This is an optimization exercise on Yosys and OpenROAD, whose aim is small area and a short achievable clock period, not a production implementation.
Only simulation tests tie the RTL to the original design; equivalence was not proved.
No activity file was given, so power comes from the tool's default toggle rates.

build 97:
Design data_path, start of the top module:
module data_path (
    input  wire        clk,
    input  wire        reset,
    input  wire [31:0] instr,
    input  wire [31:0] read_data,
    input  wire        irq,
    input  wire        firq,
    output wire [31:0] pc,
    output wire [31:0] addr_data,
    output wire [31:0] write_data,
    output wire        we
);
    genvar g;
    reg  [31:0] pc_f;
    reg  [31:0] instr_d;
    reg         pc_src_e, reg_write_e, mem_to_reg_e, mem_write_e;
    reg  [2:0]  alu_control_e;
    reg         branch_e, shift_flag_e;
    reg  [1:0]  flag_write_e;
    reg  [3:0]  cond_e;
    reg  [31:0] rd1_e, rd2_e;
    reg  [15:0] m_one_e, m_two_e, m_neg_e;
    reg  [25:0] ext_imm_e;
    reg  [3:0]  wa3_e;
    reg  [1:0]  int_req_e;
    reg         mul_control_e;
    reg  [1:0]  sh_kind_e;
    reg  [4:0]  sh_amt_e;
    reg         sh_big_e;
    reg         fbm, fbw;
    reg  [4:0]  sel_a, sel_b;    
    reg  [3:0]  flags;
    reg         pc_src_m, reg_write_m, mem_to_reg_m, mem_write_m;
    reg  [31:0] alu_result_m, write_data_m;
    reg  [3:0]  wa3_m;
    reg         pc_src_w, reg_write_w, mem_to_reg_w;
    reg  [31:0] result_w;
    reg  [3:0]  wa3_w;
    wire        pc_src_d, reg_write_d, mem_to_reg_d, mem_write_d, alu_src_d;
    wire [1:0]  imm_src_d, reg_src_d, flag_write_d;
    wire [2:0]  alu_control_d;
    wire        shift_flag_d, swap_d, branch_d, link_d, svc_d;
    wire        mul_flag_d, mul_control_d;
    decoder decoder_u(
        .instr_d(instr_d), .pcs(pc_src_d), .reg_w(reg_write_d),
        .mem_w(mem_write_d), .mem_to_reg(mem_to_reg_d), .alu_src(alu_src_d),
        .imm_src(imm_src_d), .reg_src(reg_src_d), .alu_control(alu_control_d),
  ...
clock: 15.0 ns
lec_check: 0
cap_margin: 30
cell_pad_in_sites_detail_placement: 1
cell_pad_in_sites_global_placement: 2
core_margin: 2
core_utilization: 45
cts_cluster_diameter: 100
cts_cluster_size: 20
place_density: 0.55
slew_margin: 30
standard.sh (not shown) runs the stock make flow with config.mk's settings and CLKGATE_MAP_FILE= SYNTH_SCRIPT=/design/flow/synth_recipe.tcl, a recipe that flattens the netlist after the stock synthesis.
==> flow/flow/run.sh <==
#!/bin/bash
# Layout: the standard ORFS flow (standard.sh), unchanged except that
# timing repair (floorplan, CTS and global-route repair_timing) aims for a
# larger setup slack than the default, so that it sizes and buffers the
# critical paths instead of stopping once the 15 ns clock is met.  The SDC,
# clock period, synthesis and every other step are the standard ones.
set -euo pipefail
cd "$(dirname "$0")/.."
bash standard.sh SETUP_SLACK_MARGIN=9.5 finish > flow_make.log 2>&1
Build 97: PASS, flow complete, no timing, DRC or antenna violations
Relative to build 97, the following input files were edited for build 63:
Settings: putting ABC_AREA at 1 where nothing was set.
==> flow/flow/run.sh <==
#!/bin/bash
# Layout: the standard ORFS flow (standard.sh), unchanged except that
# timing repair (floorplan, CTS and global-route repair_timing) aims for a
# larger setup slack than the default and uses only unbuffer, sizing, pin
# swap and cloning moves (no rebuffering), so that it sizes the critical
# paths instead of stopping once the 15 ns clock is met.  The SDC, clock
# period, synthesis and every other step are the standard ones.
set -euo pipefail
cd "$(dirname "$0")/.."
bash standard.sh SETUP_SLACK_MARGIN=9.5 SETUP_MOVE_SEQUENCE=unbuffer,sizeup,swap,clone finish > flow_make.log 2>&1
Findings:
As far as final hold slack is concerned, build 63 and build 97 perform about the same. For build 97, the most common cell after layout, fill and taps aside was edfxtp_1, unlike build 63, where it was nand2_1. Compared with build 97, in build 63 worst setup slack now larger; summed area of non-filler cells in the final layout now smaller; met3 global-route usage now smaller.
For build 69, these inputs were changed with respect to build 63:
Settings: removing ABC_AREA (formerly 1).
Findings:
- Build 63 → build 69: placer's final routability congestion estimate shrank by 0.60%, number of iterations in the first detailed-routing pass grew by 2, global-route track usage on met2 decreased 0.93 points, wire length of the first global-routing pass went down.
- Est. power | build 69 vs build 63 | build 69 higher
- When build 69 is set beside build 63, its post-detailed-placement cell area turns out to be 360 µm² smaller.
- [compare] base=build 63 new=build 69: critical path depth shows a reduction of 4.2%; post-layout instance area comparable; cell-internal power moved up.
- Build 69 was carried through to the last stage, and its layout satisfied the timing, DRC and antenna checks.
- Run comparison: build 69 commonest non-fill, non-tap cell in the layout edfxtp_1; build 63 commonest non-fill, non-tap cell in the layout nand2_1
The following lists how build 11 was set up differently from build 69:
Settings: ABC_AREA: unset -> 1.
==> flow/flow/run.sh <==
#!/bin/bash
# Layout: the standard ORFS flow (standard.sh), unchanged except that
# timing repair (floorplan, CTS and global-route repair_timing) aims for a
# larger setup slack than the default, so that it sizes and buffers the
# critical paths instead of stopping once the 15 ns clock is met.  The SDC,
# clock period, synthesis and every other step are the standard ones.
set -euo pipefail
cd "$(dirname "$0")/.."
bash standard.sh SETUP_SLACK_MARGIN=9.5 finish > flow_make.log 2>&1
### Flow results
Compared with build 69, build 11 shows a higher utilization. Cmp build 11 vs build 69: aggregate global-route resource usage higher in build 11. Build 69 → build 11: minimum hold slack comparable, met2 track utilization from global routing rose 1.7 points, average vias per placed instance decreased by about 8% relative to the old numbers. Number of inserted diodes: build 11 vs build 69 up 3. Estimated wirelength of the detail-placed design is lower on build 69. Diff build 69 -> build 11 | placed standard-cell area | increase of 360 µm². Wire: build 11 routes more than build 69. Relative contribution of combinational cells to total power: build 11 vs build 69 up 2.5 points. Compared to build 69, build 11 has power density of the placed cells 4.9% higher.

-- afterwards: timing with drivers on the ports --
Ports are ideal in the flow. The routed layouts listed here were re-timed in OpenROAD.
Step 1 sets driving cells, clkbuf_16 on the clock port and buf_2 on the other inputs (assumed; they add their load-dependent delay and slew).
Step 2 times the ports against the registers' clock, not the clock port: input delays grow and output delays shrink by t, the midpoint of the rising clock arrivals with the driver on.
a / b / c = ideal ports / drivers / drivers and shift; a / b = the first two.
| run | t, ns | slack for setup (ns) | hold slack, ns | latest minus earliest clock arrival (ns) | worst data-port slew with drivers (ns) |
|---|---|---|---|---|---|
| build 97 | 0.822 | 8.410 / 8.410 / 8.377 | 0.333 / 0.333 / 0.333 | 0.050 / 0.050 | 0.34 |
| build 63 | 0.850 | 8.562 / 8.562 / 8.147 | 0.332 / 0.332 / 0.332 | 0.076 / 0.075 | 0.33 |
| build 69 | 0.829 | 8.332 / 8.333 / 8.333 | 0.333 / 0.333 / 0.333 | 0.050 / 0.049 | 0.44 |
| build 11 | 0.846 | 8.572 / 8.572 / 8.369 | 0.332 / 0.332 / 0.332 | 0.070 / 0.070 | 0.30 |
After both steps setup and hold are still met in every run listed. The setup slack of build 63, which loses most, moves by 0.000 ns with the drivers and by -0.415 ns with both steps.
